This is an optimization exercise on Yosys and OpenROAD, whose aim is small area and a short achievable clock period, not a production implementation.
Where RTL was checked, it was by simulation tests only, not by an equivalence proof against the original.
No functional check of the RTL was part of runs 1 and 2.
Power and IR drop assume default switching activity.

### flow/config.mk
export PLATFORM = sky130hd
export DESIGN_NAME = bolt_exec
export DESIGN_NICKNAME = bolt_exec
export VERILOG_FILES = /design/flow/design.v
export SDC_FILE = /design/flow/constraint.sdc
export NUM_CORES = 4
export LEC_CHECK = 0
export ABC_AREA = 1
export CAP_MARGIN = 20
export CORE_MARGIN = 2
export CORE_UTILIZATION = 28
export HOLD_SLACK_MARGIN = 0
export SETUP_SLACK_MARGIN = 2.0
export SLEW_MARGIN = 20
### flow/constraint.sdc
create_clock -name core_clock -period 6.5 [get_ports {clk}]
set_input_delay 1.3000 -clock core_clock [delete_from_list [all_inputs] [get_ports {clk}]]
set_output_delay 1.3000 -clock core_clock [all_outputs]
set_load 0.01 [all_outputs]
### flow/design.v
module pfx_main (
    input  logic [31:0] g,
    input  logic [31:0] p,
    output logic [31:0] G
);
    wire g1_1 = g[1] | (p[1] & g[0]);
    wire p1_1 = p[1] & p[0];
    wire g1_3 = g[3] | (p[3] & g[2]);
    wire p1_3 = p[3] & p[2];
    wire g1_5 = g[5] | (p[5] & g[4]);
    wire p1_5 = p[5] & p[4];
    wire g1_7 = g[7] | (p[7] & g[6]);
    wire p1_7 = p[7] & p[6];
    wire g1_9 = g[9] | (p[9] & g[8]);
    wire p1_9 = p[9] & p[8];
    wire g1_11 = g[11] | (p[11] & g[10]);
    wire p1_11 = p[11] & p[10];
    wire g1_13 = g[13] | (p[13] & g[12]);
    wire p1_13 = p[13] & p[12];
    wire g1_15 = g[15] | (p[15] & g[14]);
    wire p1_15 = p[15] & p[14];
    wire g1_17 = g[17] | (p[17] & g[16]);
    wire p1_17 = p[17] & p[16];
    wire g1_19 = g[19] | (p[19] & g[18]);
    wire p1_19 = p[19] & p[18];
    wire g1_21 = g[21] | (p[21] & g[20]);
    wire p1_21 = p[21] & p[20];
    wire g1_23 = g[23] | (p[23] & g[22]);
    wire p1_23 = p[23] & p[22];
    wire g1_25 = g[25] | (p[25] & g[24]);
    wire p1_25 = p[25] & p[24];
    wire g1_27 = g[27] | (p[27] & g[26]);
    wire p1_27 = p[27] & p[26];
    wire g1_29 = g[29] | (p[29] & g[28]);
    wire p1_29 = p[29] & p[28];
    wire g1_31 = g[31] | (p[31] & g[30]);
    wire p1_31 = p[31] & p[30];
    wire g2_2 = g[2] | (p[2] & g1_1);
    wire p2_2 = p[2] & p1_1;
    wire g2_3 = g1_3 | (p1_3 & g1_1);
    wire p2_3 = p1_3 & p1_1;
    wire g2_6 = g[6] | (p[6] & g1_5);
    wire p2_6 = p[6] & p1_5;
    wire g2_7 = g1_7 | (p1_7 & g1_5);
    wire p2_7 = p1_7 & p1_5;
    wire g2_10 = g[10] | (p[10] & g1_9);
    wire p2_10 = p[10] & p1_9;
    wire g2_11 = g1_11 | (p1_11 & g1_9);
    wire p2_11 = p1_11 & p1_9;
    wire g2_14 = g[14] | (p[14] & g1_13);
    wire p2_14 = p[14] & p1_13;
    wire g2_15 = g1_15 | (p1_15 & g1_13);
    wire p2_15 = p1_15 & p1_13;
    wire g2_18 = g[18] | (p[18] & g1_17);
    wire p2_18 = p[18] & p1_17;
    wire g2_19 = g1_19 | (p1_19 & g1_17);
    wire p2_19 = p1_19 & p1_17;
    wire g2_22 = g[22] | (p[22] & g1_21);
    wire p2_22 = p[22] & p1_21;
    wire g2_23 = g1_23 | (p1_23 & g1_21);
    wire p2_23 = p1_23 & p1_21;
    wire g2_26 = g[26] | (p[26] & g1_25);
    wire p2_26 = p[26] & p1_25;
    wire g2_27 = g1_27 | (p1_27 & g1_25);
    wire p2_27 = p1_27 & p1_25;
    wire g2_30 = g[30] | (p[30] & g1_29);
    wire p2_30 = p[30] & p1_29;
    wire g2_31 = g1_31 | (p1_31 & g1_29);
    wire p2_31 = p1_31 & p1_29;
    wire g3_4 = g[4] | (p[4] & g2_3);
    wire p3_4 = p[4] & p2_3;
    wire g3_5 = g1_5 | (p1_5 & g2_3);
    wire p3_5 = p1_5 & p2_3;
    wire g3_6 = g2_6 | (p2_6 & g2_3);
    wire p3_6 = p2_6 & p2_3;
    wire g3_7 = g2_7 | (p2_7 & g2_3);
    wire p3_7 = p2_7 & p2_3;
    wire g3_12 = g[12] | (p[12] & g2_11);
    wire p3_12 = p[12] & p2_11;
    wire g3_13 = g1_13 | (p1_13 & g2_11);
    wire p3_13 = p1_13 & p2_11;
    wire g3_14 = g2_14 | (p2_14 & g2_11);
    wire p3_14 = p2_14 & p2_11;
    wire g3_15 = g2_15 | (p2_15 & g2_11);
    wire p3_15 = p2_15 & p2_11;
    wire g3_20 = g[20] | (p[20] & g2_19);
    wire p3_20 = p[20] & p2_19;
    wire g3_21 = g1_21 | (p1_21 & g2_19);
    wire p3_21 = p1_21 & p2_19;
    wire g3_22 = g2_22 | (p2_22 & g2_19);
    wire p3_22 = p2_22 & p2_19;
    wire g3_23 = g2_23 | (p2_23 & g2_19);
    wire p3_23 = p2_23 & p2_19;
    wire g3_28 = g[28] | (p[28] & g2_27);
    wire p3_28 = p[28] & p2_27;
    wire g3_29 = g1_29 | (p1_29 & g2_27);
    wire p3_29 = p1_29 & p2_27;
    wire g3_30 = g2_30 | (p2_30 & g2_27);
    wire p3_30 = p2_30 & p2_27;
    wire g3_31 = g2_31 | (p2_31 & g2_27);
    wire p3_31 = p2_31 & p2_27;
    wire g4_8 = g[8] | (p[8] & g3_7);
    wire p4_8 = p[8] & p3_7;
    wire g4_9 = g1_9 | (p1_9 & g3_7);
    wire p4_9 = p1_9 & p3_7;
    wire g4_10 = g2_10 | (p2_10 & g3_7);
    wire p4_10 = p2_10 & p3_7;
    wire g4_11 = g2_11 | (p2_11 & g3_7);
    wire p4_11 = p2_11 & p3_7;
    wire g4_12 = g3_12 | (p3_12 & g3_7);
    wire p4_12 = p3_12 & p3_7;
    wire g4_13 = g3_13 | (p3_13 & g3_7);
    wire p4_13 = p3_13 & p3_7;
    wire g4_14 = g3_14 | (p3_14 & g3_7);
    wire p4_14 = p3_14 & p3_7;
    wire g4_15 = g3_15 | (p3_15 & g3_7);
    wire p4_15 = p3_15 & p3_7;
    wire g4_24 = g[24] | (p[24] & g3_23);
    wire p4_24 = p[24] & p3_23;
    wire g4_25 = g1_25 | (p1_25 & g3_23);
    wire p4_25 = p1_25 & p3_23;
    wire g4_26 = g2_26 | (p2_26 & g3_23);
    wire p4_26 = p2_26 & p3_23;
    wire g4_27 = g2_27 | (p2_27 & g3_23);
    wire p4_27 = p2_27 & p3_23;
    wire g4_28 = g3_28 | (p3_28 & g3_23);
    wire p4_28 = p3_28 & p3_23;
    wire g4_29 = g3_29 | (p3_29 & g3_23);
    wire p4_29 = p3_29 & p3_23;
    wire g4_30 = g3_30 | (p3_30 & g3_23);
    wire p4_30 = p3_30 & p3_23;
    wire g4_31 = g3_31 | (p3_31 & g3_23);
    wire p4_31 = p3_31 & p3_23;
    wire g5_16 = g[16] | (p[16] & g4_15);
    wire p5_16 = p[16] & p4_15;
    wire g5_17 = g1_17 | (p1_17 & g4_15);
    wire p5_17 = p1_17 & p4_15;
    wire g5_18 = g2_18 | (p2_18 & g4_15);
    wire p5_18 = p2_18 & p4_15;
    wire g5_19 = g2_19 | (p2_19 & g4_15);
    wire p5_19 = p2_19 & p4_15;
    wire g5_20 = g3_20 | (p3_20 & g4_15);
    wire p5_20 = p3_20 & p4_15;
    wire g5_21 = g3_21 | (p3_21 & g4_15);
    wire p5_21 = p3_21 & p4_15;
    wire g5_22 = g3_22 | (p3_22 & g4_15);
    wire p5_22 = p3_22 & p4_15;
    wire g5_23 = g3_23 | (p3_23 & g4_15);
    wire p5_23 = p3_23 & p4_15;
    wire g5_24 = g4_24 | (p4_24 & g4_15);
    wire p5_24 = p4_24 & p4_15;
    wire g5_25 = g4_25 | (p4_25 & g4_15);
    wire p5_25 = p4_25 & p4_15;
    wire g5_26 = g4_26 | (p4_26 & g4_15);
    wire p5_26 = p4_26 & p4_15;
    wire g5_27 = g4_27 | (p4_27 & g4_15);
    wire p5_27 = p4_27 & p4_15;
    wire g5_28 = g4_28 | (p4_28 & g4_15);
    wire p5_28 = p4_28 & p4_15;
    wire g5_29 = g4_29 | (p4_29 & g4_15);
    wire p5_29 = p4_29 & p4_15;
    wire g5_30 = g4_30 | (p4_30 & g4_15);
    wire p5_30 = p4_30 & p4_15;
    wire g5_31 = g4_31 | (p4_31 & g4_15);
    wire p5_31 = p4_31 & p4_15;
    assign G[0] = g[0];
    assign G[1] = g1_1;
    assign G[2] = g2_2;
    assign G[3] = g2_3;
    assign G[4] = g3_4;
    assign G[5] = g3_5;
    assign G[6] = g3_6;
    assign G[7] = g3_7;
    assign G[8] = g4_8;
    assign G[9] = g4_9;
    assign G[10] = g4_10;
    assign G[11] = g4_11;
    assign G[12] = g4_12;
    assign G[13] = g4_13;
    assign G[14] = g4_14;
    assign G[15] = g4_15;
    assign G[16] = g5_16;
    assign G[17] = g5_17;
    assign G[18] = g5_18;
    assign G[19] = g5_19;
    assign G[20] = g5_20;
    assign G[21] = g5_21;
    assign G[22] = g5_22;
    assign G[23] = g5_23;
    assign G[24] = g5_24;
    assign G[25] = g5_25;
    assign G[26] = g5_26;
    assign G[27] = g5_27;
    assign G[28] = g5_28;
    assign G[29] = g5_29;
    assign G[30] = g5_30;
    assign G[31] = g5_31;
endmodule
module pfx_tgt (
    input  logic [30:0] g,
    input  logic [30:0] p,
    output logic [30:0] G
);
    wire g1_1 = g[1] | (p[1] & g[0]);
    wire p1_1 = p[1] & p[0];
    wire g1_3 = g[3] | (p[3] & g[2]);
    wire p1_3 = p[3] & p[2];
    wire g1_5 = g[5] | (p[5] & g[4]);
    wire p1_5 = p[5] & p[4];
    wire g1_7 = g[7] | (p[7] & g[6]);
    wire p1_7 = p[7] & p[6];
    wire g1_9 = g[9] | (p[9] & g[8]);
    wire p1_9 = p[9] & p[8];
    wire g1_11 = g[11] | (p[11] & g[10]);
    wire p1_11 = p[11] & p[10];
    wire g1_13 = g[13] | (p[13] & g[12]);
    wire p1_13 = p[13] & p[12];
    wire g1_15 = g[15] | (p[15] & g[14]);
    wire p1_15 = p[15] & p[14];
    wire g1_17 = g[17] | (p[17] & g[16]);
    wire p1_17 = p[17] & p[16];
    wire g1_19 = g[19] | (p[19] & g[18]);
    wire p1_19 = p[19] & p[18];
    wire g1_21 = g[21] | (p[21] & g[20]);
    wire p1_21 = p[21] & p[20];
    wire g1_23 = g[23] | (p[23] & g[22]);
    wire p1_23 = p[23] & p[22];
    wire g1_25 = g[25] | (p[25] & g[24]);
    wire p1_25 = p[25] & p[24];
    wire g1_27 = g[27] | (p[27] & g[26]);
    wire p1_27 = p[27] & p[26];
    wire g1_29 = g[29] | (p[29] & g[28]);
    wire p1_29 = p[29] & p[28];
    wire g2_3 = g1_3 | (p1_3 & g1_1);
    wire p2_3 = p1_3 & p1_1;
    wire g2_7 = g1_7 | (p1_7 & g1_5);
    wire p2_7 = p1_7 & p1_5;
    wire g2_11 = g1_11 | (p1_11 & g1_9);
    wire p2_11 = p1_11 & p1_9;
    wire g2_15 = g1_15 | (p1_15 & g1_13);
    wire p2_15 = p1_15 & p1_13;
    wire g2_19 = g1_19 | (p1_19 & g1_17);
    wire p2_19 = p1_19 & p1_17;
    wire g2_23 = g1_23 | (p1_23 & g1_21);
    wire p2_23 = p1_23 & p1_21;
    wire g2_27 = g1_27 | (p1_27 & g1_25);
    wire p2_27 = p1_27 & p1_25;
    wire g3_7 = g2_7 | (p2_7 & g2_3);
    wire p3_7 = p2_7 & p2_3;
    wire g3_15 = g2_15 | (p2_15 & g2_11);
    wire p3_15 = p2_15 & p2_11;
    wire g3_23 = g2_23 | (p2_23 & g2_19);
    wire p3_23 = p2_23 & p2_19;
    wire g4_15 = g3_15 | (p3_15 & g3_7);
    wire p4_15 = p3_15 & p3_7;
    wire g6_23 = g3_23 | (p3_23 & g4_15);
    wire p6_23 = p3_23 & p4_15;
    wire g7_11 = g2_11 | (p2_11 & g3_7);
    wire p7_11 = p2_11 & p3_7;
    wire g7_19 = g2_19 | (p2_19 & g4_15);
    wire p7_19 = p2_19 & p4_15;
    wire g7_27 = g2_27 | (p2_27 & g6_23);
    wire p7_27 = p2_27 & p6_23;
    wire g8_5 = g1_5 | (p1_5 & g2_3);
    wire p8_5 = p1_5 & p2_3;
    wire g8_9 = g1_9 | (p1_9 & g3_7);
    wire p8_9 = p1_9 & p3_7;
    wire g8_13 = g1_13 | (p1_13 & g7_11);
    wire p8_13 = p1_13 & p7_11;
    wire g8_17 = g1_17 | (p1_17 & g4_15);
    wire p8_17 = p1_17 & p4_15;
    wire g8_21 = g1_21 | (p1_21 & g7_19);
    wire p8_21 = p1_21 & p7_19;
    wire g8_25 = g1_25 | (p1_25 & g6_23);
    wire p8_25 = p1_25 & p6_23;
    wire g8_29 = g1_29 | (p1_29 & g7_27);
    wire p8_29 = p1_29 & p7_27;
    wire g9_2 = g[2] | (p[2] & g1_1);
    wire p9_2 = p[2] & p1_1;
    wire g9_4 = g[4] | (p[4] & g2_3);
    wire p9_4 = p[4] & p2_3;
    wire g9_6 = g[6] | (p[6] & g8_5);
    wire p9_6 = p[6] & p8_5;
    wire g9_8 = g[8] | (p[8] & g3_7);
    wire p9_8 = p[8] & p3_7;
    wire g9_10 = g[10] | (p[10] & g8_9);
    wire p9_10 = p[10] & p8_9;
    wire g9_12 = g[12] | (p[12] & g7_11);
    wire p9_12 = p[12] & p7_11;
    wire g9_14 = g[14] | (p[14] & g8_13);
    wire p9_14 = p[14] & p8_13;
    wire g9_16 = g[16] | (p[16] & g4_15);
    wire p9_16 = p[16] & p4_15;
    wire g9_18 = g[18] | (p[18] & g8_17);
    wire p9_18 = p[18] & p8_17;
    wire g9_20 = g[20] | (p[20] & g7_19);
    wire p9_20 = p[20] & p7_19;
    wire g9_22 = g[22] | (p[22] & g8_21);
    wire p9_22 = p[22] & p8_21;
    wire g9_24 = g[24] | (p[24] & g6_23);
    wire p9_24 = p[24] & p6_23;
    wire g9_26 = g[26] | (p[26] & g8_25);
    wire p9_26 = p[26] & p8_25;
    wire g9_28 = g[28] | (p[28] & g7_27);
    wire p9_28 = p[28] & p7_27;
    wire g9_30 = g[30] | (p[30] & g8_29);
    wire p9_30 = p[30] & p8_29;
    assign G[0] = g[0];
    assign G[1] = g1_1;
    assign G[2] = g9_2;
    assign G[3] = g2_3;
    assign G[4] = g9_4;
    assign G[5] = g8_5;
    assign G[6] = g9_6;
    assign G[7] = g3_7;
    assign G[8] = g9_8;
    assign G[9] = g8_9;
    assign G[10] = g9_10;
    assign G[11] = g7_11;
    assign G[12] = g9_12;
    assign G[13] = g8_13;
    assign G[14] = g9_14;
    assign G[15] = g4_15;
    assign G[16] = g9_16;
    assign G[17] = g8_17;
    assign G[18] = g9_18;
    assign G[19] = g7_19;
    assign G[20] = g9_20;
    assign G[21] = g8_21;
    assign G[22] = g9_22;
    assign G[23] = g6_23;
    assign G[24] = g9_24;
    assign G[25] = g8_25;
    assign G[26] = g9_26;
    assign G[27] = g7_27;
    assign G[28] = g9_28;
    assign G[29] = g8_29;
    assign G[30] = g9_30;
endmodule
module pfx_inc (
    input  logic [29:0] g,
    input  logic [29:0] p,
    output logic [29:0] G
);
    wire g1_1 = g[1] | (p[1] & g[0]);
    wire p1_1 = p[1] & p[0];
    wire g1_3 = g[3] | (p[3] & g[2]);
    wire p1_3 = p[3] & p[2];
    wire g1_5 = g[5] | (p[5] & g[4]);
    wire p1_5 = p[5] & p[4];
    wire g1_7 = g[7] | (p[7] & g[6]);
    wire p1_7 = p[7] & p[6];
    wire g1_9 = g[9] | (p[9] & g[8]);
    wire p1_9 = p[9] & p[8];
    wire g1_11 = g[11] | (p[11] & g[10]);
    wire p1_11 = p[11] & p[10];
    wire g1_13 = g[13] | (p[13] & g[12]);
    wire p1_13 = p[13] & p[12];
    wire g1_15 = g[15] | (p[15] & g[14]);
    wire p1_15 = p[15] & p[14];
    wire g1_17 = g[17] | (p[17] & g[16]);
    wire p1_17 = p[17] & p[16];
    wire g1_19 = g[19] | (p[19] & g[18]);
    wire p1_19 = p[19] & p[18];
    wire g1_21 = g[21] | (p[21] & g[20]);
    wire p1_21 = p[21] & p[20];
    wire g1_23 = g[23] | (p[23] & g[22]);
    wire p1_23 = p[23] & p[22];
    wire g1_25 = g[25] | (p[25] & g[24]);
    wire p1_25 = p[25] & p[24];
    wire g1_27 = g[27] | (p[27] & g[26]);
    wire p1_27 = p[27] & p[26];
    wire g1_29 = g[29] | (p[29] & g[28]);
    wire p1_29 = p[29] & p[28];
    wire g2_3 = g1_3 | (p1_3 & g1_1);
    wire p2_3 = p1_3 & p1_1;
    wire g2_7 = g1_7 | (p1_7 & g1_5);
    wire p2_7 = p1_7 & p1_5;
    wire g2_11 = g1_11 | (p1_11 & g1_9);
    wire p2_11 = p1_11 & p1_9;
    wire g2_15 = g1_15 | (p1_15 & g1_13);
    wire p2_15 = p1_15 & p1_13;
    wire g2_19 = g1_19 | (p1_19 & g1_17);
    wire p2_19 = p1_19 & p1_17;
    wire g2_23 = g1_23 | (p1_23 & g1_21);
    wire p2_23 = p1_23 & p1_21;
    wire g2_27 = g1_27 | (p1_27 & g1_25);
    wire p2_27 = p1_27 & p1_25;
    wire g3_7 = g2_7 | (p2_7 & g2_3);
    wire p3_7 = p2_7 & p2_3;
    wire g3_15 = g2_15 | (p2_15 & g2_11);
    wire p3_15 = p2_15 & p2_11;
    wire g3_23 = g2_23 | (p2_23 & g2_19);
    wire p3_23 = p2_23 & p2_19;
    wire g4_15 = g3_15 | (p3_15 & g3_7);
    wire p4_15 = p3_15 & p3_7;
    wire g6_23 = g3_23 | (p3_23 & g4_15);
    wire p6_23 = p3_23 & p4_15;
    wire g7_11 = g2_11 | (p2_11 & g3_7);
    wire p7_11 = p2_11 & p3_7;
    wire g7_19 = g2_19 | (p2_19 & g4_15);
    wire p7_19 = p2_19 & p4_15;
    wire g7_27 = g2_27 | (p2_27 & g6_23);
    wire p7_27 = p2_27 & p6_23;
    wire g8_5 = g1_5 | (p1_5 & g2_3);
    wire p8_5 = p1_5 & p2_3;
    wire g8_9 = g1_9 | (p1_9 & g3_7);
    wire p8_9 = p1_9 & p3_7;
    wire g8_13 = g1_13 | (p1_13 & g7_11);
    wire p8_13 = p1_13 & p7_11;
    wire g8_17 = g1_17 | (p1_17 & g4_15);
    wire p8_17 = p1_17 & p4_15;
    wire g8_21 = g1_21 | (p1_21 & g7_19);
    wire p8_21 = p1_21 & p7_19;
    wire g8_25 = g1_25 | (p1_25 & g6_23);
    wire p8_25 = p1_25 & p6_23;
    wire g8_29 = g1_29 | (p1_29 & g7_27);
    wire p8_29 = p1_29 & p7_27;
    wire g9_2 = g[2] | (p[2] & g1_1);
    wire p9_2 = p[2] & p1_1;
    wire g9_4 = g[4] | (p[4] & g2_3);
    wire p9_4 = p[4] & p2_3;
    wire g9_6 = g[6] | (p[6] & g8_5);
    wire p9_6 = p[6] & p8_5;
    wire g9_8 = g[8] | (p[8] & g3_7);
    wire p9_8 = p[8] & p3_7;
    wire g9_10 = g[10] | (p[10] & g8_9);
    wire p9_10 = p[10] & p8_9;
    wire g9_12 = g[12] | (p[12] & g7_11);
    wire p9_12 = p[12] & p7_11;
    wire g9_14 = g[14] | (p[14] & g8_13);
    wire p9_14 = p[14] & p8_13;
    wire g9_16 = g[16] | (p[16] & g4_15);
    wire p9_16 = p[16] & p4_15;
    wire g9_18 = g[18] | (p[18] & g8_17);
    wire p9_18 = p[18] & p8_17;
    wire g9_20 = g[20] | (p[20] & g7_19);
    wire p9_20 = p[20] & p7_19;
    wire g9_22 = g[22] | (p[22] & g8_21);
    wire p9_22 = p[22] & p8_21;
    wire g9_24 = g[24] | (p[24] & g6_23);
    wire p9_24 = p[24] & p6_23;
    wire g9_26 = g[26] | (p[26] & g8_25);
    wire p9_26 = p[26] & p8_25;
    wire g9_28 = g[28] | (p[28] & g7_27);
    wire p9_28 = p[28] & p7_27;
    assign G[0] = g[0];
    assign G[1] = g1_1;
    assign G[2] = g9_2;
    assign G[3] = g2_3;
    assign G[4] = g9_4;
    assign G[5] = g8_5;
    assign G[6] = g9_6;
    assign G[7] = g3_7;
    assign G[8] = g9_8;
    assign G[9] = g8_9;
    assign G[10] = g9_10;
    assign G[11] = g7_11;
    assign G[12] = g9_12;
    assign G[13] = g8_13;
    assign G[14] = g9_14;
    assign G[15] = g4_15;
    assign G[16] = g9_16;
    assign G[17] = g8_17;
    assign G[18] = g9_18;
    assign G[19] = g7_19;
    assign G[20] = g9_20;
    assign G[21] = g8_21;
    assign G[22] = g9_22;
    assign G[23] = g6_23;
    assign G[24] = g9_24;
    assign G[25] = g8_25;
    assign G[26] = g9_26;
    assign G[27] = g7_27;
    assign G[28] = g9_28;
    assign G[29] = g8_29;
endmodule
module bolt_exec (
    input  logic        clk,
    input  logic        rst,      
    input  logic [31:0] instr,    
    input  logic [31:0] rs1,      
    input  logic [31:0] rs2,      
    input  logic [31:0] pc,       
    output logic [31:0] result,   
    output logic [31:0] next_pc,  
    output logic        branch,   
    output logic        reg_wr,   
    output logic        mem_wr,   
    output logic        mem_rd    
);
    logic [6:0] op;
    logic [2:0] f3;
    logic [6:0] f7;
    assign op = instr[6:0];
    assign f3 = instr[14:12];
    assign f7 = instr[31:25];
    logic op03, op13, op17, op23, op33, op37, op63, op67, op6f, op1b, op3b;
    assign op03 = (op == 7'h03);
    assign op13 = (op == 7'h13);
    assign op17 = (op == 7'h17);
    assign op23 = (op == 7'h23);
    assign op33 = (op == 7'h33);
    assign op37 = (op == 7'h37);
    assign op63 = (op == 7'h63);
    assign op67 = (op == 7'h67);
    assign op6f = (op == 7'h6F);
    assign op1b = (op == 7'h1B);
    assign op3b = (op == 7'h3B);
    logic i31, f7z, f7s;
    assign i31 = instr[31];
    assign f7z = (f7 == 7'h00);
    assign f7s = (f7 == 7'h20);
    logic use_rs2, is_s, sub;
    assign use_rs2 = op[5] & (op[4] | (op[6] & ~op[2]));
    assign is_s    = ~op[6] & op[5] & ~op[4];
    assign sub     = (op[6] & ~op[2]) | (op[4] & ~f3[2] & f3[1])
                   | (op[4] & op[5] & ~f3[2] & ~f3[1] & ~f3[0] & instr[30]);
    logic [31:0] bv, bx, ap, ag, sum;
    logic        cout;
    assign bv = use_rs2 ? rs2 : {{20{i31}}, instr[31:25], is_s ? instr[11:7] : instr[24:20]};
    assign bx = bv ^ {32{sub}};
    assign ap = rs1 ^ bx;    
    assign ag = rs1 & bx;    
    logic [31:0] aG;
    pfx_main u_add (.g({ag[31:1], ag[0] | (ap[0] & sub)}), .p(ap), .G(aG));
    assign sum  = ap ^ {aG[30:0], sub};
    assign cout = aG[31];
    logic ltu, lts, eq;
    assign ltu = ~cout;
    assign lts = ltu ^ rs1[31] ^ bv[31];
    assign eq  = &ap;        
    logic        left;
    logic [31:0] shin, sho;
    logic [4:0]  sh;
    assign left = ~f3[2];
    assign sh   = bv[4:0];
    for (genvar i = 0; i < 32; i++) begin : rev
        assign shin[i] = left ? rs1[31-i] : rs1[i];
    end
    assign sho = $signed({instr[30] & rs1[31] & ~left, shin}) >>> sh;
    logic [31:0] timm, tgt, pc4;
    assign timm[0]     = 1'b0;
    assign timm[4:1]   = ~op[6] ? 4'd0 : (op[3] ? instr[24:21] : instr[11:8]);
    assign timm[10:5]  = ~op[6] ? 6'd0 : instr[30:25];
    assign timm[11]    = ~op[6] ? 1'b0 : (op[3] ? instr[20] : instr[7]);
    assign timm[19:12] = (op[6] & ~op[3]) ? {8{i31}} : instr[19:12];
    assign timm[30:20] = ~op[6] ? instr[30:20] : {11{i31}};
    assign timm[31]    = i31;
    assign tgt[0] = pc[0];
    logic [30:0] tp, tG;
    assign tp = pc[31:1] ^ timm[31:1];
    pfx_tgt u_tgt (.g(pc[31:1] & timm[31:1]), .p(tp), .G(tG));
    assign tgt[31:1] = tp ^ {tG[29:0], 1'b0};
    logic [29:0] iG;
    assign pc4[1:0] = pc[1:0];
    pfx_inc u_inc (.g({29'd0, pc[2]}), .p(pc[31:2]), .G(iG));
    assign pc4[31:2] = pc[31:2] ^ {iG[28:0], 1'b1};
    logic cond, taken;
    assign cond  = f3[2] ? ((f3[1] ? ltu : lts) ^ f3[0]) : (~f3[1] & (eq ^ f3[0]));
    assign taken = op63 & cond;
    logic alu_i, r_ok;
    logic s_sum, s_shl, s_shr, s_slt, s_sltu, s_xor, s_or, s_and, s_tgt, s_lui, s_pc4, s_hold;
    assign alu_i = op13 | op33;
    assign r_ok  = op13 | f7z;    
    assign s_sum  = ~rst & ((op03 & (f3 != 3'd7)) | (op23 & ~f3[2])
                          | (f3 == 3'd0 & (op13 | (op33 & (f7z | f7s))))) ;
    assign s_shl  = ~rst & alu_i & (f3 == 3'd1) & f7z;
    assign s_slt  = ~rst & alu_i & (f3 == 3'd2) & r_ok;
    assign s_sltu = ~rst & alu_i & (f3 == 3'd3) & r_ok;
    assign s_xor  = ~rst & alu_i & (f3 == 3'd4) & r_ok;
    assign s_shr  = ~rst & alu_i & (f3 == 3'd5) & (f7z | f7s);
    assign s_or   = ~rst & alu_i & (f3 == 3'd6) & r_ok;
    assign s_and  = ~rst & alu_i & (f3 == 3'd7) & r_ok;
    assign s_tgt  = ~rst & op17;
    assign s_lui  = ~rst & op37;
    assign s_pc4  = ~rst & (op6f | (op67 & (f3 == 3'd0)));
    assign s_hold = ~rst & ~(s_sum | s_shl | s_slt | s_sltu | s_xor | s_shr | s_or | s_and
                             | s_tgt | s_lui | s_pc4);
    logic [31:0] rval, luiv, shl;
    assign luiv = {instr[31:12], 12'd0};
    for (genvar i = 0; i < 32; i++) begin : rshl
        assign shl[i] = sho[31-i];
    end
    assign rval = ({32{s_sum}} & sum) | ({32{s_shl}} & shl) | ({32{s_shr}} & sho)
                | ({32{s_xor}} & ap) | ({32{s_or}} & (ap | ag)) | ({32{s_and}} & ag)
                | ({32{s_tgt}} & tgt) | ({32{s_lui}} & luiv) | ({32{s_pc4}} & pc4)
                | ({32{s_hold}} & result)
                | {31'd0, (s_slt & lts) | (s_sltu & ltu)};
    logic jalr, n_tgt, n_sum, n_pc4;
    logic [31:0] nval;
    assign jalr  = op67 & (f3 == 3'd0);
    assign n_tgt = ~rst & (taken | op6f);
    assign n_sum = ~rst & jalr;
    assign n_pc4 = ~rst & ~(taken | op6f | jalr);
    assign nval  = ({32{n_tgt}} & tgt) | ({32{n_sum}} & {sum[31:1], 1'b0}) | ({32{n_pc4}} & pc4);
    logic wr;
    assign wr = op33 | op3b | op13 | op1b | op67 | op03 | op17 | op6f | op37;
    always_ff @(posedge clk) begin
        result  <= rval;
        next_pc <= nval;
        branch  <= ~rst & taken;
        reg_wr  <= ~rst & wr;
        mem_wr  <= ~rst & op23;
        mem_rd  <= ~rst & op03;
    end
endmodule
### flow/run.sh
#!/bin/bash
# synth_recipe.tcl (not shown) runs the flow's synth.tcl, then flattens the netlist and writes it again
# the make line also repeats each setting of config.mk as NAME=value (left out here)
make -C /OpenROAD-flow-scripts/flow DESIGN_CONFIG=/design/flow/config.mk WORK_HOME=/design/flow/orfs CLKGATE_MAP_FILE= SYNTH_SCRIPT=/design/flow/synth_recipe.tcl finish
==> impl_metrics.json, run 1 <==
{
  "status": "no timing/DRC/antenna violations",
  "drt_iter0_drc": 1850,
  "placed_area_sq_um": 14110,
  "hold_violations": 0,
  "diodes": 0,
  "cts.sink_count": 68,
  "io_buffers": 197,
  "ir_worst_vdd_mv": 0.1336,
  "period_minus_slack_ns": 4.453,
  "netlist_area_sq_um": 11600,
  "final_cells": 2798,
  "fmax_mhz": 224.6,
  "yosysWarnings": 1,
  "cts_tree": "built",
  "fp-row-count": 74,
  "cts_max_level": 3,
  "hpwl_microns": 47450,
  "cpLargestDelayFamily": "simple AND/OR/NAND/NOR gates",
  "dpl.cell_count": 2691,
  "drc": 0,
  "grt_start_max_net_pins": 65,
  "grt_pass1_wl_microns": 89830,
  "worstSetupStartpointType": "primary input",
  "syn_inst": 2012,
  "place_congestion": 0.9755,
  "slew_headroom": 0.3021,
  "initial_core_util": 0.2842,
  "io_pins": 198,
  "power_density_nw_per_um2": 154.7,
  "worst_slew_pin_slew_ns": 1.043,
  "wirelength_microns": 60750,
  "multi_input_comb_area_sq_um": 9819,
  "grt_pass1_vias": 14263,
  "seq_area_sq_um": 1361,
  "cpMaxStageDelayCell": "fa_2",
  "finalCritPeriodShare": 0.6850,
  "syn_nets": 2270,
  "grtUsageMet2": 0.4213,
  "cp.arrival_ns": 4.70,
  "cts_hold_buffers": 0,
  "chipHeight_microns": 207.6,
  "reg2reg_from": "result[24]$_DFF_P_",
  "path_buf_inv": 6,
  "finalSetupViolations": 0,
  "holdPathStages": 2,
  "p_total_mw": 2.543,
  "maxCapViolations": 0,
  "synth_top_area_frac": 0.2051,
  "routedWlPerCell_microns": 21.71,
  "synth_edf_count": 0,
  "numCtsBuffers": 9,
  "slowest_delay_ns": 0.39,
  "r2r_cells": 3,
  "fill_cells": 4319,
  "ys_ff_latch": 68,
  "antenna_found_initial": 1,
  "first_pass_iters": 9,
  "grt.met1_usage": 0.3837,
  "vias": 14827,
  "yosys.area.top_type": "nand2_1",
  "grt_setup_unrepaired": "yes",
  "fin_nets": 2519,
  "clockBufferDepth": 2,
  "holdPathEnd": "result[23]$_DFF_P_",
  "r2r_setup_slack_ns": 5.44,
  "hp-start": "result[23]$_DFF_P_",
  "yosysSeqAreaShare": 0.1173,
  "synth_area_leaders": "nand2_1 21%, nand3_1 12%, dfxtp_1 12%",
  "min_path_type": "register to register",
  "worstReg2RegEnd": "result[24]$_DFF_P_",
  "critPathRequiredTime_ns": 6.74,
  "crit_chain": "buf_2 > nor2_4 > nand2_2 > nor3_4 > buf_4 > or2_4 > buf_4 > xnor2_4 > inv_1 > ha_4 > nand2_1 > nor2_4 > nand2_2 > nand2_2 > inv_1 > fa_2 > xnor2_2 > nand2_1 > o21ai_0 > a211oi_2 > buf_4 > nand4_1",
  "viasPerCell": 5.299,
  "synth_flop_cell": "dfxtp_1",
  "avgSynthCellArea_sq_um": 5.768,
  "total_leakage_power_nw": 8.164,
  "critPathCaptureType": "register",
  "drive_gt1_frac": 0.1717,
  "postRouteAntennaNets": 0,
  "track_usage": 0.2750,
  "dieWidth_microns": 207.6,
  "async_flop_share": 0,
  "use_met3": 0.03918,
  "gr-total-overflow": 0,
  "root_buffer": "clkbuf_16",
  "fin_worst_skew_ns": 0,
  "setup.worst_path.class": "primary input to register",
  "finalSetupTns_ns": 0,
  "synthDistinctLibCells": 50,
  "top_usage_layer": "met2",
  "crit_path_max_fanout": 4,
  "syn_to_final_growth_pct": 41.68,
  "clk_pin_slew_worst_paths_ns": 0.07,
  "finalInstanceArea_sq_um": 16440,
  "maxSlewViolCount": 0,
  "core_sq_um": 40830,
  "dieArea_sq_um": 43090,
  "worstSkewPairLatency_ns": 0.35
}
==> area by class of cell <==
type	instances	area share
tap	532	0.04048
clock inverter	7	0.004566
clock buffer	9	0.01370
inverter	287	0.06628
multi-input combinational	1569	0.5972
sequential	68	0.08279
timing repair buffer	326	0.1950
==> flip-flops by register name, indices dropped and copies added (netlist names) <==
| name | count |
|---|---|
| mem_rd | 1 |
| branch | 1 |
| next_pc | 32 |
| reg_wr | 1 |
| result | 32 |
| mem_wr | 1 |
==> where the power goes <==
| group | internal [mW] | total, mW | switching [mW] |
|---|---|---|---|
| registers | 0.433 | 0.442 | 0.00826 |
| logic | 0.620 | 1.57 | 0.948 |
| clock network | 0.300 | 0.533 | 0.234 |
| total | 1.35 | 2.54 | 1.19 |
==> per-stage QoR <==
step             util  hold slack [ns]  setup WS (ns)
2_1_floorplan       -           0.5167          2.001
5_1_grt        0.4027           0.5240          1.943
4_1_cts        0.3829           0.4924          1.972
6_report       0.4027           0.4868          2.047
3_3_place_gp   0.3455           0.4704         0.1549
3_5_place_dp   0.3455           0.4735         0.1972
==> cells by family after synthesis <==
logic type / after synthesis / synth area share
simple gates: 1099 / 0.4089
fa+ha+maj: 128 / 0.1509
flops: 68 / 0.1173
compound gates: 264 / 0.1329
buf+inv: 377 / 0.1325
xor+xnor: 76 / 0.05736
==> how the worst max path moves through the flow <==
stage | from | to | slack, ns | cells after the start
2_1_floorplan | instr[6] | next_pc[17]$_DFF_P_ | 2.00 | 23
3_3_place_gp | instr[13] | result[17]$_DFF_P_ | 0.15 | 19
6_report | instr[12] | result[9]$_DFF_P_ | 2.05 | 22
5_1_grt | instr[12] | next_pc[9]$_DFF_P_ | 1.94 | 28
4_1_cts | instr[12] | result[17]$_DFF_P_ | 1.97 | 22
3_5_place_dp | instr[13] | result[17]$_DFF_P_ | 0.20 | 19
==> worst register-to-register path: stages (launching register included) <==
cell and delay [ns]:
dfxtp_1 0.33, nand2_1 0.16, and3_1 0.34, nand3_1 0.11
==> synthesized netlist by cell type (all sizes together), types with 15 or more instances <==
library cell  instances
nand2               644
or2                  15
nand3               280
dfxtp                68
xor2                 36
o21ai               128
ha                  108
nor2                 94
a21oi                56
buf                  47
inv                 284
fa                   20
nand4                36
o211ai               20
clkbuf               43
nor3                 15
xnor2                40
==> per-layer routing <==
layer	share of wire	up-vias
met2	0.43	801
li1	-	7007
met1	0.44	6925
met4	0.043	2
met5	0.00016	-
met3	0.091	92
==> cells in the final DEF, fill, tap and decap left out, drive strengths merged, types with 4 or more instances in the layout <==
| cell type | count |
|---|---|
| nand2 | 644 |
| inv | 285 |
| nand3 | 280 |
| clkdlybuf4s50 | 164 |
| buf | 136 |
| o21ai | 128 |
| ha | 108 |
| nor2 | 94 |
| dfxtp | 68 |
| a21oi | 56 |
| xnor2 | 40 |
| nand4 | 36 |
| xor2 | 36 |
| o211ai | 20 |
| fa | 20 |
| or2 | 17 |
| nor3 | 15 |
| clkbuf | 14 |
| o22ai | 13 |
| dlymetal6s2s | 13 |
| a22oi | 11 |
| dlygate4sd2 | 8 |
| clkinv | 8 |
| nand3b | 7 |
| o221ai | 6 |
| a211oi | 6 |
| a21o | 5 |
| and3 | 4 |
| a31oi | 4 |
| o2111ai | 4 |
==> timing repair <==
action	CTS	global route
setup endpoints to repair	63	54
gates resized for setup	185	163
pin swaps	62	70
setup buffers	65	21
cloned	5	0
==> inputs of run 2 (changes only) <==
--- a/flow/config.mk
+++ b/flow/config.mk
@@ -10,5 +10,5 @@
 export CORE_MARGIN = 2
 export CORE_UTILIZATION = 28
 export HOLD_SLACK_MARGIN = 0
-export SETUP_SLACK_MARGIN = 2.0
+export SETUP_SLACK_MARGIN = 0.5
 export SLEW_MARGIN = 20
==> run 2 against run 1 <==
  * Still clean on timing, DRC and antenna
  * Non-clock buffer count down 93
  * Critical path depth down 1
  * Final area down 13%
  * Combinational power down 17%
  * Largest power group unchanged
  * Flip-flop and latch count unchanged
  * Global-route usage down 0.73 points
  * Routed wire length down 2.8%
  * Clock power down 8.1%
==> impl_metrics.json, run 2 <==
{
  "cp.arrival_ns": 5.97,
  "routedWlPerCell_microns": 21.85,
  "total_leakage_power_nw": 7.240,
  "met3_length_microns": 4896,
  "clockBufferDepth": 2,
  "root_buffer": "clkbuf_16",
  "first_pass_iters": 7,
  "diodes": 0,
  "syn_nets": 2270,
  "grt_start_max_net_pins": 66,
  "cts_tree": "built",
  "core_sq_um": 40830,
  "crit_path_max_fanout": 10,
  "setup.worst_path.class": "primary input to register",
  "hp-start": "result[9]$_DFF_P_",
  "clk_pin_slew_worst_paths_ns": 0.06,
  "fp-row-count": 74,
  "synthDistinctLibCells": 50,
  "top_regs": "next_pc x32, result x32",
  "dieArea_sq_um": 43090,
  "yosysSeqAreaShare": 0.1173,
  "io_buffers": 197,
  "yosys.area.top_type": "nand2_1",
  "hold_violations": 0,
  "worstReg2RegEnd": "result[0]$_DFF_P_",
  "initial_core_util": 0.2842,
  "syn_to_final_growth_pct": 23.88,
  "cts_hold_buffers": 0,
  "grt_setup_unrepaired": "no",
  "worst_slew_pin_slew_ns": 1.037,
  "finalSetupTns_ns": 0,
  "hpwl_microns": 48440,
  "drc": 0,
  "drt_iter0_drc": 1690,
  "holdPathStages": 2,
  "antenna_found_initial": 1,
  "vias": 14528,
  "synth_most_common_cell": "nand2_1",
  "synthTopCellsByCount": "634 x nand2_1, 274 x nand3_1, 272 x inv_1",
  "synth_top_area_frac": 0.2051,
  "fill_cells": 4538,
  "maxCapViolations": 0,
  "met1Wirelength_microns": 27080,
  "avgSynthCellArea_sq_um": 5.768,
  "io_pins": 198,
  "finalSetupViolations": 0,
  "postRouteAntennaNets": 0,
  "grt_pass1_wl_microns": 87310,
  "yosysWarnings": 1,
  "fin_worst_skew_ns": 0,
  "track_usage": 0.2676,
  "min_path_type": "register to register",
  "r2r_cells": 4,
  "fin_hold_ws_ns": 0.4926,
  "ys_ff_latch": 68,
  "place_congestion": 0.9673,
  "fin_nets": 2424,
  "synth_edf_count": 0,
  "viasPerCell": 5.375,
  "gr-total-overflow": 0,
  "final_cell_mix": "634 x nand2_1, 274 x nand3_1, 272 x inv_1",
  "reg2reg_from": "result[0]$_DFF_P_",
  "syn_inst": 2012,
  "slew_headroom": 0.3078,
  "final_common_cell": "nand2_1",
  "fmax_mhz": 174.1,
  "netlist_area_sq_um": 11600,
  "async_flop_share": 0,
  "wirelength_microns": 59060,
  "ir_worst_vdd_mv": 0.1012,
  "cts.sink_count": 68,
  "chipHeight_microns": 207.6,
  "dr_wl_met2_microns": 24950,
  "r2r_setup_slack_ns": 5.23,
  "status": "no timing/DRC/antenna violations",
  "holdPathEnd": "result[9]$_DFF_P_",
  "cts_max_level": 3,
  "synth_flop_cell": "dfxtp_1",
  "worstSkewPairLatency_ns": 0.35,
  "worstSetupStartpointType": "primary input",
  "finish.utilization": 0.3521,
  "critPathRequiredTime_ns": 6.73,
  "period_minus_slack_ns": 5.743,
  "numCtsBuffers": 9,
  "synth_area_leaders": "nand2_1 21%, nand3_1 12%, dfxtp_1 12%",
  "top_layer_used": "met4",
  "drive_gt1_frac": 0.05067,
  "dieWidth_microns": 207.6,
  "dpl.cell_count": 2687,
  "grt_pass1_vias": 13643,
  "power_density_nw_per_um2": 155.6,
  "critPathCaptureType": "register",
  "maxSlewViolCount": 0,
  "final_cells": 2703,
  "finalCritPeriodShare": 0.8835
}
run 2: worst max-delay path by stage:
stage,slack (ns),to,start,depth (start not counted)
final,0.76,result[17]$_DFF_P_,instr[6],21
after global routing,0.54,result[17]$_DFF_P_,instr[6],21
after CTS,0.79,result[22]$_DFF_P_,instr[6],21
after detailed placement,0.41,result[22]$_DFF_P_,instr[6],21
after global placement,0.37,result[17]$_DFF_P_,instr[13],20
after floorplan,1.92,next_pc[17]$_DFF_P_,instr[12],23
run 2: cell families (layout without fill, tap and decap cells):
kind of cell / Yosys count / in the layout / share of synthesized area
and+or+nand+nor: 1099 / 1099 / 0.4089
buffers and inverters: 377 / 536 / 0.1325
AOI/OAI and AO/OA: 264 / 264 / 0.1329
adders and majority gates: 128 / 128 / 0.1509
xor gates and xnor gates: 76 / 76 / 0.05736
DFF: 68 / 68 / 0.1173
run 2: metal layers:
metal,GRT usage,up-vias
met5,0,-
met4,0.09212,0
met3,0.03177,73
met2,0.4100,850
met1,0.3856,6797
li1,-,6808
run 2: where the power goes:
group | switching [mW] | internal (mW)
clock network | 0.222 | 0.268
registers | 0.00967 | 0.434
logic | 0.852 | 0.451
run 2: cell type report:
cell class / instances / area [sq um] / area share
Sequential cell: 68 / 1361 / 0.09469
Tap cell: 532 / 665.6 / 0.04630
Clock buffer: 10 / 239.0 / 0.01662
Timing Repair Buffer: 233 / 2277 / 0.1584
Inverter: 287 / 1077 / 0.07493
Multi-Input combinational cell: 1567 / 8717 / 0.6064
Clock inverter: 6 / 38.79 / 0.002698
run 2: timing repair:
action,4_1_cts,5_1_grt
gates resized for setup,0,2
setup buffers,0,0
setup endpoints to repair,0,2
run 2: critical path, cell delays in order:
cell,delay (ns)
clkdlybuf4s50_1,0.80
nand3_1,0.13
nand2_1,0.29
a21oi_1,0.06
o21ai_0,0.13
o21ai_2,0.14
xnor2_1,0.30
inv_1,0.08
ha_1,0.34
nand2_1,0.07
nor2_1,0.28
nand2_1,0.11
nand2_2,0.11
nand2_1,0.07
nand2_2,0.21
inv_1,0.09
fa_1,0.41
xor2_1,0.32
o221ai_1,0.33
nor2_1,0.26
nand4_1,0.11
run 2: through the flow:
step	power, mW	cell area [sq um]	setup slack (ns)
after global placement	1.716	14090	0.3714
after floorplan	1.256	11600	1.925
after global routing	2.385	14380	0.5383
after CTS	2.207	14370	0.7873
final	2.236	14380	0.7574
after detailed placement	1.715	14090	0.4094
==> inputs of run 3 (changes only) <==
--- a/flow/design.v
+++ b/flow/design.v
@@ -583,7 +583,7 @@
         assign shl[i] = sho[31-i];
     end
     assign rval = ({32{s_sum}} & sum) | ({32{s_shl}} & shl) | ({32{s_shr}} & sho)
-                | ({32{s_xor}} & ap) | ({32{s_or}} & (ap | ag)) | ({32{s_and}} & ag)
+                | ({32{s_xor | s_or}} & ap) | ({32{s_or | s_and}} & ag)
                 | ({32{s_tgt}} & tgt) | ({32{s_lui}} & luiv) | ({32{s_pc4}} & pc4)
                 | ({32{s_hold}} & result)
                 | {31'd0, (s_slt & lts) | (s_sltu & ltu)};
==> flow/flow/run.sh (new file) <==
#!/bin/bash
# Layout flow: the standard layout (standard.sh), with two changes to how the
# cells are chosen:
#  - the full and half adder cells are not used, so Yosys does not pre-map adder
#    bits to them and abc maps the whole datapath itself;
#  - the buffer that buffer_ports puts on every input and output port is buf_2.
# Every tool's full output goes to standard.log (make) and the ORFS logs under orfs/logs.
set -euo pipefail
cat >> config.mk <<'CFG'
export DONT_USE_CELLS += sky130_fd_sc_hd__fa_1 sky130_fd_sc_hd__fa_2 sky130_fd_sc_hd__fa_4 sky130_fd_sc_hd__ha_1 sky130_fd_sc_hd__ha_2 sky130_fd_sc_hd__ha_4
export BUFFER_PORTS_ARGS = -buffer_cell sky130_fd_sc_hd__buf_2
CFG
bash standard.sh > standard.log 2>&1
==> flow/standard.sh (new file) <==
#!/bin/bash
# synth_recipe.tcl (not shown) runs the flow's synth.tcl, then flattens the netlist and writes it again
# the make line also repeats each setting of config.mk as NAME=value (left out here)
make -C /OpenROAD-flow-scripts/flow DESIGN_CONFIG=/design/flow/config.mk WORK_HOME=/design/flow/orfs CLKGATE_MAP_FILE= SYNTH_SCRIPT=/design/flow/synth_recipe.tcl "${@:-finish}"
--- a/flow/config.mk
+++ b/flow/config.mk
@@ -8,7 +8,9 @@
 export ABC_AREA = 1
 export CAP_MARGIN = 20
 export CORE_MARGIN = 2
-export CORE_UTILIZATION = 28
+export CORE_UTILIZATION = 40
 export HOLD_SLACK_MARGIN = 0
-export SETUP_SLACK_MARGIN = 0.5
+export SETUP_SLACK_MARGIN = 2.0
 export SLEW_MARGIN = 20
+export DONT_USE_CELLS += sky130_fd_sc_hd__fa_1 sky130_fd_sc_hd__fa_2 sky130_fd_sc_hd__fa_4 sky130_fd_sc_hd__ha_1 sky130_fd_sc_hd__ha_2 sky130_fd_sc_hd__ha_4
+export BUFFER_PORTS_ARGS = -buffer_cell sky130_fd_sc_hd__buf_2
removed: flow/run.sh
==> run 3 against run 2 <==
  * Still clean
  * Final cell count fell by 1.8%
  * Hold slack improved by 0.049 ns
  * Combinational power fell by 8%
  * Critical path type unchanged
  * Synthesized cell count rose by 5.3%
  * Global-route usage rose by 12 points
==> impl_metrics.json, run 3 <==
{
  "netlist_area_sq_um": 10940,
  "synth_area_leaders": "nand2_1 27%, dfxtp_1 12%, inv_1 10%",
  "cts.sink_count": 68,
  "diodes": 0,
  "synth_flop_cell": "dfxtp_1",
  "power_density_nw_per_um2": 165.7,
  "multi_input_comb_area_sq_um": 8205,
  "muxShareOfSynthArea": 0.004574,
  "yosysSeqAreaShare": 0.1244,
  "syn_inst": 2119,
  "crit_path_max_fanout": 17,
  "ys_ff_latch": 68,
  "setup.worst_path.class": "primary input to register",
  "grt_start_max_net_pins": 67,
  "gr-total-overflow": 0,
  "synth_most_common_cell": "nand2_1",
  "worstSkewPairLatency_ns": 0.35,
  "antenna_found_initial": 4,
  "io_pins": 198,
  "initial_core_util": 0.4072,
  "seqPwrFrac": 0.204,
  "track_usage": 0.3867,
  "finalSetupTns_ns": 0,
  "synth_compound_area_frac": 0.2224,
  "synthAdderAreaFrac": 0,
  "postRouteAntennaNets": 0,
  "core_sq_um": 26880,
  "slew_headroom": 0.3746,
  "synthTopCellsByCount": "774 x nand2_1, 305 x inv_1, 190 x o21ai_0",
  "cp.arrival_ns": 4.68,
  "cts_hold_buffers": 0,
  "finalInstanceArea_sq_um": 13080,
  "clkPwrFrac": 0.241,
  "fin_worst_skew_ns": 0,
  "placed_area_sq_um": 12290,
  "first_pass_iters": 6,
  "fp-row-count": 60,
  "total_leakage_power_nw": 7.250,
  "synthSimpleGateAreaFrac": 0.4452,
  "dieWidth_microns": 169.4,
  "grt_pass1_wl_microns": 83140,
  "maxSlewViolCount": 0,
  "switching_power_mw": 1.079,
  "chipHeight_microns": 169.4,
  "min_path_type": "register to register",
  "drt_iter0_drc": 1868,
  "avgSynthCellArea_sq_um": 5.164,
  "dieArea_sq_um": 28700,
  "yosys.area.top_type": "nand2_1",
  "synthXorXnorAreaFrac": 0.05420,
  "synthDistinctLibCells": 54,
  "seq_area_sq_um": 1361,
  "pwr-share-comb": 0.555,
  "async_flop_share": 0,
  "final_common_cell": "nand2_1",
  "synth_edf_count": 0,
  "root_buffer": "clkbuf_16",
  "synth_top_family_by_area": "simple AND/OR/NAND/NOR gates",
  "worst_slew_pin_slew_ns": 0.9283,
  "drive_gt1_frac": 0.1664,
  "numCtsBuffers": 9,
  "place_congestion": 1.130,
  "cts_tree": "built",
  "synth_top_area_frac": 0.2655,
  "ir_worst_vdd_mv": 0.09480,
  "top_regs": "next_pc x32, result x32",
  "syn_nets": 2249,
  "switching_share": 0.4978,
  "io_buffers": 197,
  "drc": 0,
  "fin_nets": 2439,
  "hpwl_microns": 46490,
  "fill_cells": 3030,
  "yosysWarnings": 1,
  "critPathRequiredTime_ns": 6.79,
  "power.internal_mw": 1.088,
  "maxCapViolations": 0,
  "grt_setup_unrepaired": "no",
  "clk_pin_slew_worst_paths_ns": 0.07,
  "wirelength_microns": 57450,
  "fmax_mhz": 228.0,
  "syn_to_final_growth_pct": 19.52,
  "finalSetupViolations": 0,
  "hold_violations": 0,
  "clockBufferDepth": 2,
  "finalCritPeriodShare": 0.6747,
  "cts_max_level": 3,
  "vias": 15140,
  "critPathCaptureType": "register",
  "period_minus_slack_ns": 4.386,
  "status": "no timing/DRC/antenna violations",
  "grt_pass1_vias": 13416,
  "worstSetupStartpointType": "primary input",
  "final_cell_mix": "769 x nand2_1, 301 x inv_1, 194 x buf_2",
  "viasPerCell": 5.702,
  "routedWlPerCell_microns": 21.64
}
## run 3: what timing repair did
| action | in CTS | in global routing |
|---|---|---|
| endpoints found under the setup margin | 59 | 57 |
| buffers inserted | 15 | 11 |
| gates resized for setup | 20 | 49 |
| pin swaps | 2 | 9 |
| cloned | 1 | 2 |
## run 3: critical path, cell delays in order
cell and delay, ns:
buf_6 0.18, nand2_4 0.11, nand2_4 0.13, nand2_4 0.11, or2_2 0.32, nand2_2 0.13, clkinvlp_4 0.20, buf_4 0.22
nand2_1 0.05, o21ai_0 0.08, o21ai_0 0.24, nand2_1 0.11, o211ai_1 0.11, o21ai_0 0.15, o21ai_0 0.77, nand2_1 0.14
o2111ai_1 0.14, a21oi_1 0.06, nand3_1 0.08
## run 3: final timing paths
kind                     start            endpoint  slack [ns]  cells after the start
min reg2reg  result[5]$_DFF_P_   result[5]$_DFF_P_        0.54                      2
min          result[5]$_DFF_P_   result[5]$_DFF_P_        0.54                      2
max reg2reg  result[1]$_DFF_P_   result[1]$_DFF_P_        5.20                      3
max                   instr[6]  result[26]$_DFF_P_        2.11                     19
## run 3: power groups by stage
stage                     clock network, mW  logic [mW]  registers (mW)
after global routing                  0.537        1.30           0.442
after global placement                    0        1.10           0.451
after floorplan                           0       0.697           0.456
after CTS                             0.519        1.13           0.441
after detailed placement                  0        1.10           0.450
final                                 0.522        1.20           0.441
## run 3: final cells by class
type / count / area share
tap: 341 / 0.03262
inverter: 322 / 0.09385
multi-input combinational: 1645 / 0.6274
sequential: 68 / 0.1041
timing repair buffer: 263 / 0.1195
clock inverter: 4 / 0.003731
clock buffer: 12 / 0.01885
## run 3: stage by stage
stage	util	hold WS (ns)	power [mW]	setup slack, ns	cells
final	0.4866	0.5413	2.167	2.114	2655
after floorplan	-	0.5139	1.153	2.661	2119
after global routing	0.4866	0.5719	2.279	1.961	2655
after global placement	0.4572	0.5250	1.551	1.008	2610
after detailed placement	0.4572	0.5238	1.549	0.9357	2610
after CTS	0.4756	0.5388	2.086	2.009	2642
## run 3: cells by family after synthesis
| logic type | count (synthesis) |
|---|---|
| mux | 5 |
| simple gates | 1164 |
| buf+inv | 409 |
| xor+xnor | 66 |
| flops | 68 |
| compound gates | 407 |
## run 3: layer usage
metal	share of wire	routed length, microns	GRT usage	vias to the layer above
met4	0.055	3138	0.1910	8
met1	0.43	24600	0.5411	6810
li1	-	-	-	7208
met5	0.00087	50	0	-
met2	0.41	23430	0.5682	976
met3	0.11	6236	0.06903	138
==> inputs of run 4 (changes only) <==
--- a/flow/config.mk
+++ b/flow/config.mk
@@ -10,7 +10,7 @@
 export CORE_MARGIN = 2
 export CORE_UTILIZATION = 40
 export HOLD_SLACK_MARGIN = 0
-export SETUP_SLACK_MARGIN = 2.0
+export SETUP_SLACK_MARGIN = 2.5
 export SLEW_MARGIN = 20
 export DONT_USE_CELLS += sky130_fd_sc_hd__fa_1 sky130_fd_sc_hd__fa_2 sky130_fd_sc_hd__fa_4 sky130_fd_sc_hd__ha_1 sky130_fd_sc_hd__ha_2 sky130_fd_sc_hd__ha_4
 export BUFFER_PORTS_ARGS = -buffer_cell sky130_fd_sc_hd__buf_2
==> run 4 against run 3 <==
  * Still clean
  * Flip-flop and latch count is the same
  * Final cell count is 4.3% higher
  * Setup slack better by 0.18 ns
  * Critical path type unchanged
==> impl_metrics.json, run 4 <==
{
  "synthDistinctLibCells": 54,
  "grt_start_max_net_pins": 67,
  "period_minus_slack_ns": 4.202,
  "r2r_setup_slack_ns": 5.17,
  "avgSynthCellArea_sq_um": 5.164,
  "netlist_area_sq_um": 10940,
  "worstSkewPairLatency_ns": 0.35,
  "worst_slew_pin_slew_ns": 0.6955,
  "maxCapViolations": 0,
  "cts_hold_buffers": 0,
  "finalCritPeriodShare": 0.6464,
  "synth_top_area_frac": 0.2655,
  "gr-total-overflow": 0,
  "yosysSeqAreaShare": 0.1244,
  "worstReg2RegEnd": "result[1]$_DFF_P_",
  "fmax_mhz": 238.0,
  "viasPerCell": 5.852,
  "power_density_nw_per_um2": 160.3,
  "fin_hold_ws_ns": 0.5530,
  "syn_nets": 2249,
  "finish.utilization": 0.5714,
  "chipHeight_microns": 169.4,
  "synthTopCellsByCount": "774 x nand2_1, 305 x inv_1, 190 x o21ai_0",
  "grt_setup_unrepaired": "yes",
  "reg2reg_from": "result[1]$_DFF_P_",
  "fin_nets": 2551,
  "critPathLaunch": "instr[14]",
  "maxSlewViolCount": 0,
  "critPathRequiredTime_ns": 6.75,
  "initial_core_util": 0.4072,
  "io_pins": 198,
  "wirelength_microns": 62430,
  "postRouteAntennaNets": 0,
  "drt_iter0_drc": 2118,
  "hold_violations": 0,
  "finalSetupTns_ns": 0,
  "dieArea_sq_um": 28700,
  "worstSetupStartpointType": "primary input",
  "track_usage": 0.3957,
  "clk_pin_slew_worst_paths_ns": 0.07,
  "yosysWarnings": 1,
  "status": "no timing/DRC/antenna violations",
  "synth_most_common_cell": "nand2_1",
  "grt_pass1_wl_microns": 85130,
  "synth_edf_count": 0,
  "grt_pass1_vias": 13715,
  "vias": 16197,
  "ir_worst_vdd_mv": 0.1041,
  "min_path_type": "register to register",
  "antenna_found_initial": 3,
  "hpwl_microns": 46490,
  "critPathCaptureType": "register",
  "finalSetupViolations": 0,
  "crit_path_max_fanout": 7,
  "dieWidth_microns": 169.4,
  "routedWlPerCell_microns": 22.55,
  "syn_to_final_growth_pct": 40.34,
  "first_pass_iters": 6,
  "synth_flop_cell": "dfxtp_1",
  "cts.sink_count": 68,
  "setup.worst_path.class": "primary input to register",
  "cts_tree": "built",
  "syn_inst": 2119,
  "synth_area_leaders": "nand2_1 27%, dfxtp_1 12%, inv_1 10%",
  "drc": 0,
  "top_regs": "next_pc x32, result x32",
  "cts_max_level": 3,
  "drive_gt1_frac": 0.2877,
  "ys_ff_latch": 68,
  "yosys.area.top_type": "nand2_1",
  "final_cells": 2768,
  "r2r_cells": 3,
  "fp-row-count": 60,
  "root_buffer": "clkbuf_16",
  "core_sq_um": 26880,
  "slew_headroom": 0.5328,
  "dpl.cell_count": 2610,
  "cp-endpoint": "next_pc[22]$_DFF_P_",
  "fin_worst_skew_ns": 0,
  "async_flop_share": 0,
  "total_leakage_power_nw": 8.119,
  "clockBufferDepth": 2,
  "numCtsBuffers": 9,
  "io_buffers": 197,
  "final_cell_mix": "687 x nand2_1, 282 x inv_1, 188 x buf_2",
  "final_common_cell": "nand2_1",
  "place_congestion": 1.130,
  "cp.arrival_ns": 4.45
}
-- run 4: worst max-delay path, stage by stage --
cell and delay [ns]:
buf_6 0.09, clkinvlp_4 0.14, nand3_2 0.13, nand2_4 0.08
nor2_4 0.14, buf_12 0.15, buf_8 0.13, clkbuf_16 0.16
nand2_1 0.07, nand3_2 0.08, nand2_1 0.07, inv_2 0.07
nand2_2 0.08, nor2_4 0.11, nand2_2 0.08, nor3_4 0.23
buf_6 0.15, nand2_4 0.04, nand2_2 0.06, nand2_2 0.06
nand3_2 0.12, nand2_2 0.07, nand2_2 0.07, nand3_4 0.13
nand3_4 0.25, nand2_4 0.17, nand2_1 0.11, nand2_1 0.06
-- run 4: repair_timing --
action,4_1_cts,5_1_grt
cloned,5,17
hold endpoints to repair,0,0
setup buffers,41,78
endpoints found under the setup margin,64,64
gates resized for setup,125,292
pin swaps,19,109
-- run 4: routing by layer --
layer	GRT usage	up-vias	share of wire
li1	-	7441	-
met1	0.5521	7385	0.40
met2	0.5904	1157	0.42
met3	0.06856	210	0.11
met4	0.1843	4	0.065
met5	0	-	0.00038
-- run 4: worst min path at each step --
stage	start	end	slack (ns)	cells after the start
finish	result[5]$_DFF_P_	result[5]$_DFF_P_	0.55	2
floorplan	result[0]$_DFF_P_	result[0]$_DFF_P_	0.51	2
global placement	result[5]$_DFF_P_	result[5]$_DFF_P_	0.53	2
global route	result[5]$_DFF_P_	result[5]$_DFF_P_	0.57	2
CTS	result[5]$_DFF_P_	result[5]$_DFF_P_	0.54	2
detailed placement	result[5]$_DFF_P_	result[5]$_DFF_P_	0.52	2
-- run 4: stage by stage --
step           setup WS [ns]  instance area, sq um  power, mW
2_1_floorplan          2.661                 10940      1.153
3_3_place_gp           1.008                 12290      1.551
3_5_place_dp          0.9357                 12290      1.549
4_1_cts                2.413                 13430      2.174
5_1_grt                2.180                 15360      2.568
6_report               2.298                 15360      2.462
-- run 4: cell type report --
cell class                 count  area (sq um)
antenna                        1         2.502
clock buffer                  12         246.5
clock inverter                 4         48.80
fill                        2824         11520
inverter                     322          1274
multi-input combinational   1650          9275
sequential                    68          1361
tap                          341         426.7
timing repair buffer         368          2710
timing repair inverter         2         12.51
-- run 4: cell families (layout without fill, tap and decap cells) --
group           count (synthesis)  count (layout)  synth area share
compound gates                407             407            0.2224
xor+xnor                       66              66           0.05420
buf+inv                       409             708            0.1492
flops                          68              68            0.1244
mux                             5               5          0.004574
other cells                     0               1                 0
simple gates                 1164            1172            0.4452
-- run 4: where the power goes --
| part | internal, mW | leakage [nW] | switching (mW) |
|---|---|---|---|
| Sequential | 0.433 | 0.557 | 0.00821 |
| Combinational | 0.504 | 7.41 | 0.992 |
| Clock | 0.308 | 0.147 | 0.216 |
| Total | 1.25 | 8.12 | 1.22 |
==> inputs of run 5 (changes only) <==
--- a/flow/config.mk
+++ b/flow/config.mk
@@ -10,7 +10,7 @@
 export CORE_MARGIN = 2
 export CORE_UTILIZATION = 40
 export HOLD_SLACK_MARGIN = 0
-export SETUP_SLACK_MARGIN = 2.5
+export SETUP_SLACK_MARGIN = 1.5
 export SLEW_MARGIN = 20
 export DONT_USE_CELLS += sky130_fd_sc_hd__fa_1 sky130_fd_sc_hd__fa_2 sky130_fd_sc_hd__fa_4 sky130_fd_sc_hd__ha_1 sky130_fd_sc_hd__ha_2 sky130_fd_sc_hd__ha_4
 export BUFFER_PORTS_ARGS = -buffer_cell sky130_fd_sc_hd__buf_2
==> run 5 against run 4 <==
  * Sequential power barely moved
  * Clock power decreased by 1%
  * Combinational power down 23%
  * Still clean on timing, DRC and antenna
  * Non-clock buffer count is 127 lower
  * Clock-buffer cell count is the same
  * Flip-flop and latch count stayed put
  * Area after synthesis did not move
==> impl_metrics.json, run 5 <==
{
  "status": "no timing/DRC/antenna violations",
  "r2r_cells": 3,
  "power_density_nw_per_um2": 166.4,
  "crit_path_max_fanout": 19,
  "slew_headroom": 0.3812,
  "postRouteAntennaNets": 0,
  "synth_most_common_cell": "nand2_1",
  "dieArea_sq_um": 28700,
  "place_congestion": 1.130,
  "maxSlewViolCount": 0,
  "synth_top_area_frac": 0.2655,
  "fmax_mhz": 210.4,
  "total_leakage_power_nw": 7.055,
  "syn_inst": 2119,
  "fin_worst_skew_ns": 0,
  "synthDistinctLibCells": 54,
  "ys_ff_latch": 68,
  "period_minus_slack_ns": 4.752,
  "grt_pass1_vias": 13286,
  "cts_hold_buffers": 0,
  "yosys.area.top_type": "nand2_1",
  "gr-total-overflow": 0,
  "cts.sink_count": 68,
  "fin_nets": 2414,
  "routedWlPerCell_microns": 21.40,
  "async_flop_share": 0,
  "syn_to_final_growth_pct": 15.88,
  "yosysWarnings": 1,
  "dpl.cell_count": 2610,
  "vias": 14955,
  "cp.arrival_ns": 4.95,
  "synthTopCellsByCount": "774 x nand2_1, 305 x inv_1, 190 x o21ai_0",
  "io_pins": 198,
  "worstSkewPairLatency_ns": 0.34,
  "track_usage": 0.3827,
  "first_pass_iters": 6,
  "clockBufferDepth": 2,
  "drc": 0,
  "hp-start": "result[5]$_DFF_P_",
  "yosysSeqAreaShare": 0.1244,
  "initial_core_util": 0.4072,
  "syn_nets": 2249,
  "maxCapViolations": 0,
  "finish.utilization": 0.4718,
  "worst_slew_pin_slew_ns": 0.9185,
  "grt_start_max_net_pins": 67,
  "drive_gt1_frac": 0.1494,
  "cts_max_level": 3,
  "r2r_setup_slack_ns": 5.20,
  "numCtsBuffers": 9,
  "synth_flop_cell": "dfxtp_1",
  "netlist_area_sq_um": 10940,
  "reg2reg_from": "result[1]$_DFF_P_",
  "critPathCaptureType": "register",
  "cts_tree": "built",
  "grt_setup_unrepaired": "no",
  "met1Wirelength_microns": 24610,
  "chipHeight_microns": 169.4,
  "met3_length_microns": 5853,
  "min_path_type": "register to register",
  "synth_area_leaders": "nand2_1 27%, dfxtp_1 12%, inv_1 10%",
  "finalSetupViolations": 0,
  "dr_wl_met2_microns": 22860,
  "antenna_found_initial": 4,
  "wirelength_microns": 56310,
  "root_buffer": "clkbuf_16",
  "critPathLaunch": "instr[6]",
  "final_cells": 2631,
  "io_buffers": 197,
  "p_total_mw": 2.110,
  "synth_edf_count": 0,
  "critPathRequiredTime_ns": 6.70,
  "top_layer_used": "met5",
  "cp-endpoint": "result[10]$_DFF_P_",
  "finalCritPeriodShare": 0.7311,
  "worstReg2RegEnd": "result[1]$_DFF_P_",
  "core_sq_um": 26880,
  "fin_hold_ws_ns": 0.5588,
  "drt_iter0_drc": 1891,
  "final_common_cell": "nand2_1",
  "top_regs": "next_pc x32, result x32",
  "hpwl_microns": 46490,
  "avgSynthCellArea_sq_um": 5.164,
  "setup.worst_path.class": "primary input to register",
  "finalSetupTns_ns": 0,
  "worstSetupStartpointType": "primary input",
  "clk_pin_slew_worst_paths_ns": 0.06,
  "grt_pass1_wl_microns": 82410,
  "fp-row-count": 60,
  "ir_worst_vdd_mv": 0.09361,
  "final_cell_mix": "773 x nand2_1, 303 x inv_1, 196 x buf_2",
  "viasPerCell": 5.684,
  "hold_violations": 0,
  "dieWidth_microns": 169.4
}
-- run 5: changes by cell type in the layout (fill, tap and decap cells not counted), moves of 17 or more --
cell and delta:
o21ai_1 -23, o21ai_2 -21, buf_4 -100, inv_1 +21, o21ai_0 +48, nand3_1 +46, nand2_4 -18, nand3_2 -39
nor2_1 +19, nor2_4 -17, nand2_2 -64, nand2_1 +86
-- run 5: cell families after synthesis --
logic type / count (synthesis) / share of synthesized area
flip-flops: 68 / 0.1244
AO/OA/AOI/OAI: 407 / 0.2224
multiplexers: 5 / 0.004574
AND/OR/NAND/NOR: 1164 / 0.4452
buffers and inverters: 409 / 0.1492
XOR/XNOR: 66 / 0.05420
-- run 5: final cells by class --
cell class | count | area [sq um]
Tap cell | 341 | 426.7
Timing Repair Buffer | 241 | 1360
Sequential cell | 68 | 1361
Clock buffer | 12 | 246.5
Multi-Input combinational cell | 1642 | 8019
Clock inverter | 4 | 48.80
Antenna cell | 1 | 2.502
Inverter | 322 | 1216
Fill cell | 3062 | 14190
-- run 5: where the power goes --
part,switching [mW],internal (mW)
Clock,0.210,0.308
Sequential,0.00804,0.433
Combinational,0.830,0.320
-- run 5: critical path, stage by stage --
cell,delay (ns)
clkbuf_4,0.28
nand2_4,0.12
nand2_2,0.09
nand2_4,0.17
or2_2,0.37
nand2_2,0.13
clkinvlp_4,0.32
buf_4,0.28
nand2_1,0.05
o21ai_0,0.13
o21ai_0,0.24
inv_1,0.09
nand2_1,0.06
o21ai_0,0.12
o21ai_0,0.18
inv_1,0.07
o21ai_0,0.44
o21ai_0,0.15
a21oi_1,0.18
o221ai_1,0.16
-- run 5: how the worst min path moves through the flow --
stage,end,slack [ns],depth (start not counted)
global placement,result[5]$_DFF_P_,0.53,2
global route,result[5]$_DFF_P_,0.57,2
finish,result[5]$_DFF_P_,0.56,2
CTS,result[5]$_DFF_P_,0.54,2
detailed placement,result[5]$_DFF_P_,0.52,2
floorplan,result[0]$_DFF_P_,0.51,2
-- run 5: stage by stage --
step | cell area, sq um | setup WS (ns)
after floorplan | 10940 | 2.661
after global placement | 12290 | 1.008
after detailed placement | 12290 | 0.9357
after CTS | 12620 | 1.481
after global routing | 12680 | 1.502
final | 12680 | 1.748
-- run 5: timing repair --
item / in CTS / in global routing
pin swaps: 1 / 0
cloned: 0 / 0
setup endpoints to repair: 31 / 46
buffers inserted: 4 / 0
resized for setup: 0 / 18
-- run 5: per-layer routing --
layer	track usage	vias up
met3	0.06320	130
met5	0	-
met2	0.5633	935
met1	0.5411	6729
li1	-	7155
met4	0.1806	6

Setup slack of run 5, layout unchanged: 1.748 ns with ideal ports, 1.770 ns with driving cells assumed (clock clkbuf_16, inputs buf_2), 1.382 ns with port delays also shifted by the 0.388 ns mid clock arrival.
